From an optimization exercise on the open Yosys and OpenROAD flow, aimed at small area; shortcuts taken in it are not production practice.
The RTL was checked by simulation tests, not by an equivalence proof against the original design.
No activity file was given, so power comes from the tool's default toggle rates.

==> inputs of v18 <==
## manyakproject
module manyakproject(clock_50, rst, clock_25, start, high_button, low_button, red_out, blue_out, green_out, hsync, vsync, nsync);
  input clock_50;
  wire clock_50;
  input rst;
  wire rst;
  output clock_25;
  reg clock_25;
  input start;
  wire start;
  input high_button;
  wire high_button;
  input low_button;
  wire low_button;
  output [7:0] red_out;
  wire [7:0] red_out;
  output [7:0] blue_out;
  wire [7:0] blue_out;
  output [7:0] green_out;
  wire [7:0] green_out;
  output hsync;
  wire hsync;
  output vsync;
  wire vsync;
  output nsync;
  wire nsync;
  wire gw0000;
  wire gw0001;
  wire gw0002;
  wire gw0003;
  wire gw0004;
  wire gw0005;
  wire gw0006;
  wire gw0007;
  wire gw0008;
  wire gw0009;
  wire gw0010;
  wire gw0011;
  wire gw0012;
  wire gw0013;
  wire gw0014;
  wire gw0015;
  wire gw0016;
  wire gw0017;
  wire gw0018;
  wire gw0019;
  wire gw0020;
  wire gw0021;
  wire gw0022;
  wire gw0023;
  wire gw0024;
  wire gw0025;
  wire gw0026;
  wire gw0027;
  wire gw0028;
  wire gw0029;
  wire gw0030;
  wire gw0031;
  wire gw0032;
  wire gw0033;
  wire gw0034;
  wire gw0035;
  wire gw0036;
  wire gw0037;
  wire gw0038;
  wire gw0039;
  wire gw0040;
  wire gw0041;
  wire gw0042;
  wire gw0043;
  wire gw0044;
  wire gw0045;
  wire gw0046;
  wire gw0047;
  ...
==> flow/config.mk <==
export PLATFORM = sky130hd
export DESIGN_NAME = manyakproject
export DESIGN_NICKNAME = manyakproject
export VERILOG_FILES = /design/flow/design.v
export SDC_FILE = /design/flow/constraint.sdc
export NUM_CORES = 8
export LEC_CHECK = 0
export ABC_AREA = 1
export CAP_MARGIN = 20
export CORE_MARGIN = 2
export CORE_UTILIZATION = 40
export GPL_TIMING_DRIVEN = 0
export SLEW_MARGIN = 20
export SYNTH_MEMORY_MAX_BITS = 131072
==> flow/constraint.sdc <==
create_clock -name core_clock -period 25.0 [get_ports {clock_50}]
set_input_delay 5.0000 -clock core_clock [delete_from_list [all_inputs] [get_ports {clock_50}]]
set_output_delay 5.0000 -clock core_clock [all_outputs]
set_load 0.01 [all_outputs]
standard.sh (not shown) runs the stock make flow with config.mk's settings and CLKGATE_MAP_FILE= SYNTH_SCRIPT=/design/flow/synth_recipe.tcl, a recipe that flattens the netlist after the stock synthesis.
==> flow/flow/run.sh <==
#!/bin/bash
# Own layout flow: the standard synthesis, then the combinational logic is
# re-mapped with ABC's area mapper (registers untouched), then the standard
# layout from floorplan to finish on that netlist, with a smaller clock tree.
set -euo pipefail
W=$(pwd)
R=orfs/results/$FLOW_PLATFORM/manyakproject/base
LIB=$FLOW_HOME/platforms/$FLOW_PLATFORM/lib/sky130_fd_sc_hd__tt_025C_1v80.lib
YOSYS=$(command -v yosys || true)
[[ -n "$YOSYS" ]] || YOSYS=$FLOW_HOME/../tools/install/yosys/bin/yosys

# 1. standard synthesis
bash standard.sh synth > log_1_standard_synth.txt 2>&1
cp $R/1_2_yosys.v std_1_2_yosys.v

# 2. re-map the logic between the registers
sed -e "s|@LIB@|$LIB|g" -e "s|@IN@|$W/std_1_2_yosys.v|" -e "s|@OUT@|$W/$R/1_2_yosys.v|" \
    -e "s|@ABC@|$W/flow/remap.abc|" -e "s|@TOP@|$FLOW_TOP|" flow/remap.ys.in > remap.ys
"$YOSYS" -l log_2_remap.txt -q remap.ys > /dev/null

# 3. standard layout on the new netlist (1_synth.odb is rebuilt from it)
rm -f $R/1_synth.odb $R/1_synth.sdc
# port buffers: buf_1; clock tree: clkbuf_8 buffers for clusters of up to 12
# registers, no dummy loads
bash standard.sh finish "BUFFER_PORTS_ARGS=-buffer_cell sky130_fd_sc_hd__buf_1" "CTS_ARGS=-sink_clustering_enable -repair_clock_nets -dont_use_dummy_load -buf_list sky130_fd_sc_hd__clkbuf_8 -sink_clustering_size 12 -sink_clustering_max_diameter 60" > log_3_standard_layout.txt 2>&1
==> flow/flow/remap.abc <==
strash
&get -n
&deepsyn -T 120
&put
dch -f
amap -m
topo
==> flow/flow/remap.ys.in <==
# Re-maps the combinational cells of the standard synthesis netlist with ABC's
# area mapper. Every register instance keeps its name and cell: the register
# cells are black boxes here, the other cells are read as their functions.
read_liberty -ignore_miss_func @LIB@
blackbox sky130_fd_sc_hd__*df* sky130_fd_sc_hd__*dl*
read_verilog @IN@
hierarchy -top @TOP@
flatten
opt_clean
abc -liberty @LIB@ -script @ABC@ -dont_use sky130_fd_sc_hd__probe_p_8 -dont_use sky130_fd_sc_hd__probec_p_8 -dont_use sky130_fd_sc_hd__lpflow_*
opt_clean -purge
hilomap -singleton -hicell sky130_fd_sc_hd__conb_1 HI -locell sky130_fd_sc_hd__conb_1 LO
insbuf -buf sky130_fd_sc_hd__buf_1 A X
tee -o remap_stat.txt stat -liberty @LIB@
write_verilog -noattr -noexpr -nohex -nodec @OUT@
==> v20 (differences from v18) <==
CORE_UTILIZATION = 55   (was 40)
==> v16 (differences from v18) <==
--- a/flow/flow/run.sh
+++ b/flow/flow/run.sh
@@ -20,6 +20,5 @@
 
 # 3. standard layout on the new netlist (1_synth.odb is rebuilt from it)
 rm -f $R/1_synth.odb $R/1_synth.sdc
-# port buffers: buf_1; clock tree: clkbuf_8 buffers for clusters of up to 12
-# registers, no dummy loads
-bash standard.sh finish "BUFFER_PORTS_ARGS=-buffer_cell sky130_fd_sc_hd__buf_1" "CTS_ARGS=-sink_clustering_enable -repair_clock_nets -dont_use_dummy_load -buf_list sky130_fd_sc_hd__clkbuf_8 -sink_clustering_size 12 -sink_clustering_max_diameter 60" > log_3_standard_layout.txt 2>&1
+# clock tree: clkbuf_8 buffers for clusters of up to 12 registers, no dummy loads
+bash standard.sh finish "CTS_ARGS=-sink_clustering_enable -repair_clock_nets -dont_use_dummy_load -buf_list sky130_fd_sc_hd__clkbuf_8 -sink_clustering_size 12 -sink_clustering_max_diameter 60" > log_3_standard_layout.txt 2>&1
==> v4 (differences from v18) <==
--- a/flow/flow/run.sh
+++ b/flow/flow/run.sh
@@ -20,6 +20,5 @@
 
 # 3. standard layout on the new netlist (1_synth.odb is rebuilt from it)
 rm -f $R/1_synth.odb $R/1_synth.sdc
-# port buffers: buf_1; clock tree: clkbuf_8 buffers for clusters of up to 12
-# registers, no dummy loads
-bash standard.sh finish "BUFFER_PORTS_ARGS=-buffer_cell sky130_fd_sc_hd__buf_1" "CTS_ARGS=-sink_clustering_enable -repair_clock_nets -dont_use_dummy_load -buf_list sky130_fd_sc_hd__clkbuf_8 -sink_clustering_size 12 -sink_clustering_max_diameter 60" > log_3_standard_layout.txt 2>&1
+# clock tree: clkbuf_8 buffers for clusters of up to 12 registers, no dummy loads
+bash standard.sh finish "CTS_ARGS=-sink_clustering_enable -repair_clock_nets -dont_use_dummy_load -buf_list sky130_fd_sc_hd__clkbuf_8 -sink_clustering_size 12 -sink_clustering_max_diameter 60" > log_3_standard_layout.txt 2>&1
GPL_TIMING_DRIVEN = not set   (was 0)
==> run_results.csv <==
group,metric,value,unit
global_route,use_met2,61.6,%
pwr,power_switching,0.489,mW
final_layout,sh_seq_area,27.0,%
sta,worst_slack,5.78,ns
detailed_routing,avgViaCountPerCell,7.04,
detailed_routing,firstDrtPassIters,9,
floorplan,dieWidth,207,um
placement,dpl_worst_slack,7.00,ns
outcome,status,"no timing/DRC/antenna violations",
[end of results for v20]
==> run_results.csv <==
group,metric,value,unit
outcome,status,"no timing/DRC/antenna violations",
placement,dpl_worst_slack,5.82,ns
floorplan,dieWidth,242,um
sta,worst_slack,5.34,ns
detailed_routing,firstDrtPassIters,8,
[end of results for v18]
==> run_results.csv <==
group,metric,value,unit
detailed_routing,avgViaCountPerCell,6.20,
sta,worst_slack,5.08,ns
placement,dpl_worst_slack,5.62,ns
pwr,power_switching,0.476,mW
outcome,status,"no timing/DRC/antenna violations",
floorplan,dieWidth,242,um
global_route,use_met2,46.2,%
detailed_routing,firstDrtPassIters,8,
[end of results for v16]
==> run_results.csv <==
group,metric,value,unit
placement,dpl_worst_slack,7.96,ns
sta,worst_slack,7.46,ns
outcome,status,"no timing/DRC/antenna violations",
detailed_routing,avgViaCountPerCell,6.20,
final_layout,sh_seq_area,26.4,%
global_route,use_met2,50.4,%
pwr,power_switching,0.491,mW
floorplan,dieWidth,242,um
[end of results for v4]


==> inputs of run a <==
manyakproject, a different RTL version from the one above (not shown whole).
// manyakproject
module manyakproject(clock_50, rst, clock_25, start, high_button, low_button, red_out, blue_out, green_out, hsync, vsync, nsync);
==> flow/config.mk <==
export PLATFORM = sky130hd
export DESIGN_NAME = manyakproject
export DESIGN_NICKNAME = manyakproject
export VERILOG_FILES = /design/flow/design.v
export SDC_FILE = /design/flow/constraint.sdc
export NUM_CORES = 8
export LEC_CHECK = 0
export ABC_AREA = 1
export CAP_MARGIN = 20
export CORE_MARGIN = 2
export CORE_UTILIZATION = 55
export GPL_TIMING_DRIVEN = 0
export SLEW_MARGIN = 20
export SYNTH_MEMORY_MAX_BITS = 131072
==> flow/constraint.sdc <==
create_clock -name core_clock -period 25.0 [get_ports {clock_50}]
set_input_delay 5.0000 -clock core_clock [delete_from_list [all_inputs] [get_ports {clock_50}]]
set_output_delay 5.0000 -clock core_clock [all_outputs]
set_load 0.01 [all_outputs]
==> flow/flow/run.sh <==
#!/bin/bash
# Own layout flow: the standard synthesis, then the combinational logic is
# re-mapped with ABC's area mapper (registers untouched), then the standard
# layout from floorplan to finish on that netlist, with a smaller clock tree.
set -euo pipefail
W=$(pwd)
R=orfs/results/$FLOW_PLATFORM/manyakproject/base
LIB=$FLOW_HOME/platforms/$FLOW_PLATFORM/lib/sky130_fd_sc_hd__tt_025C_1v80.lib
YOSYS=$(command -v yosys || true)
[[ -n "$YOSYS" ]] || YOSYS=$FLOW_HOME/../tools/install/yosys/bin/yosys

# 1. standard synthesis
bash standard.sh synth > log_1_standard_synth.txt 2>&1
cp $R/1_2_yosys.v std_1_2_yosys.v

# 2. re-map the logic between the registers: four ABC runs (deepsyn seeds 0..3)
#    in parallel, keeping the smallest result
for s in 0 1 2 3; do
  sed -e "s|&deepsyn -T 120|\&deepsyn -T 120 -S $s|" flow/remap.abc > remap_$s.abc
  sed -e "s|@LIB@|$LIB|g" -e "s|@IN@|$W/std_1_2_yosys.v|" -e "s|@OUT@|$W/remap_$s.v|" \
      -e "s|@ABC@|$W/remap_$s.abc|" -e "s|@TOP@|$FLOW_TOP|" -e "s|remap_stat.txt|remap_stat_$s.txt|" \
      flow/remap.ys.in > remap_$s.ys
  ("$YOSYS" -l log_2_remap_$s.txt -q remap_$s.ys > /dev/null) &
done
wait
best=$(for s in 0 1 2 3; do a=$(grep -o 'Chip area.*: [0-9.]*' remap_stat_$s.txt 2>/dev/null | grep -o '[0-9.]*$' || true); echo "${a:-1e12} $s"; done | sort -g | head -1 | cut -d' ' -f2)
echo "remap seed $best" > remap_choice.txt
cp remap_$best.v $R/1_2_yosys.v

# 3. standard layout on the new netlist (1_synth.odb is rebuilt from it)
rm -f $R/1_synth.odb $R/1_synth.sdc
# port buffers: buf_1; clock tree: clkbuf_8 buffers for clusters of up to 14
# registers, no dummy loads
bash standard.sh finish "BUFFER_PORTS_ARGS=-buffer_cell sky130_fd_sc_hd__buf_1" "CTS_ARGS=-sink_clustering_enable -repair_clock_nets -dont_use_dummy_load -buf_list sky130_fd_sc_hd__clkbuf_8 -sink_clustering_size 14 -sink_clustering_max_diameter 60" > log_3_standard_layout.txt 2>&1
Scripts as last shown in full above: flow/flow/remap.abc, flow/flow/remap.ys.in
==> run b (differences from run a) <==
- CORE_UTILIZATION: 55 -> 65
==> run c (differences from run a) <==
- CAP_MARGIN: 20 -> 10
- SLEW_MARGIN: 20 -> 10
==> notes <==
Run c produced a clean layout. Run b finished clean. Run a passed the timing, design-rule and antenna checks.
Power, lowest first: run b, run c, run a.
Combinational power: run c is larger than run b (about 3%).
Maximum frequency, lowest first: run c, run a, run b.
The highest routed wire length belongs to run a, the lowest to run b.
The highest setup slack belongs to run b, the lowest to run c.
Sequential power is about the same in run b and run a.
Critical path depth is the same in run a and run b.
Between run b and run c, the lower non-clock buffer count is in run b (gap 1).

## port drivers added, routing unchanged
In the flow no input, the clock included, has a driving cell. The finished layouts below were timed again as built, in two steps. Step 1 assumes that a clkbuf_16 drives the clock port and a buf_2 every other input. Step 2 also shifts input and output timing later by t, the mid clock arrival at the registers, as if the neighbouring blocks saw the same clock. Three values: no drivers, after step 1, after step 2; two values: the first two.
| run | t, ns | setup slack, ns | worst register clock-pin slew, ns | worst data-port slew with drivers (ns) |
|---|---|---|---|---|
| v18 | 0.627 | 5.343 / 5.343 / 5.343 | 0.09 / 0.09 | 0.03 |
| v20 | 0.696 | 5.775 / 5.775 / 5.775 | 0.10 / 0.10 | 0.03 |
| v16 | 0.679 | 5.078 / 5.078 / 5.078 | 0.10 / 0.10 | 0.04 |
| v4 | 0.631 | 7.464 / 7.464 / 7.464 | 0.09 / 0.09 | 0.08 |
| run a | 0.665 | 3.698 / 3.698 / 3.698 | 0.10 / 0.10 | 0.03 |
| run b | 0.670 | 4.040 / 4.040 / 4.040 | 0.10 / 0.10 | 0.07 |
| run c | 0.649 | 3.240 / 3.240 / 3.240 | 0.10 / 0.10 | 0.03 |
After both steps every run listed still meets setup and hold.
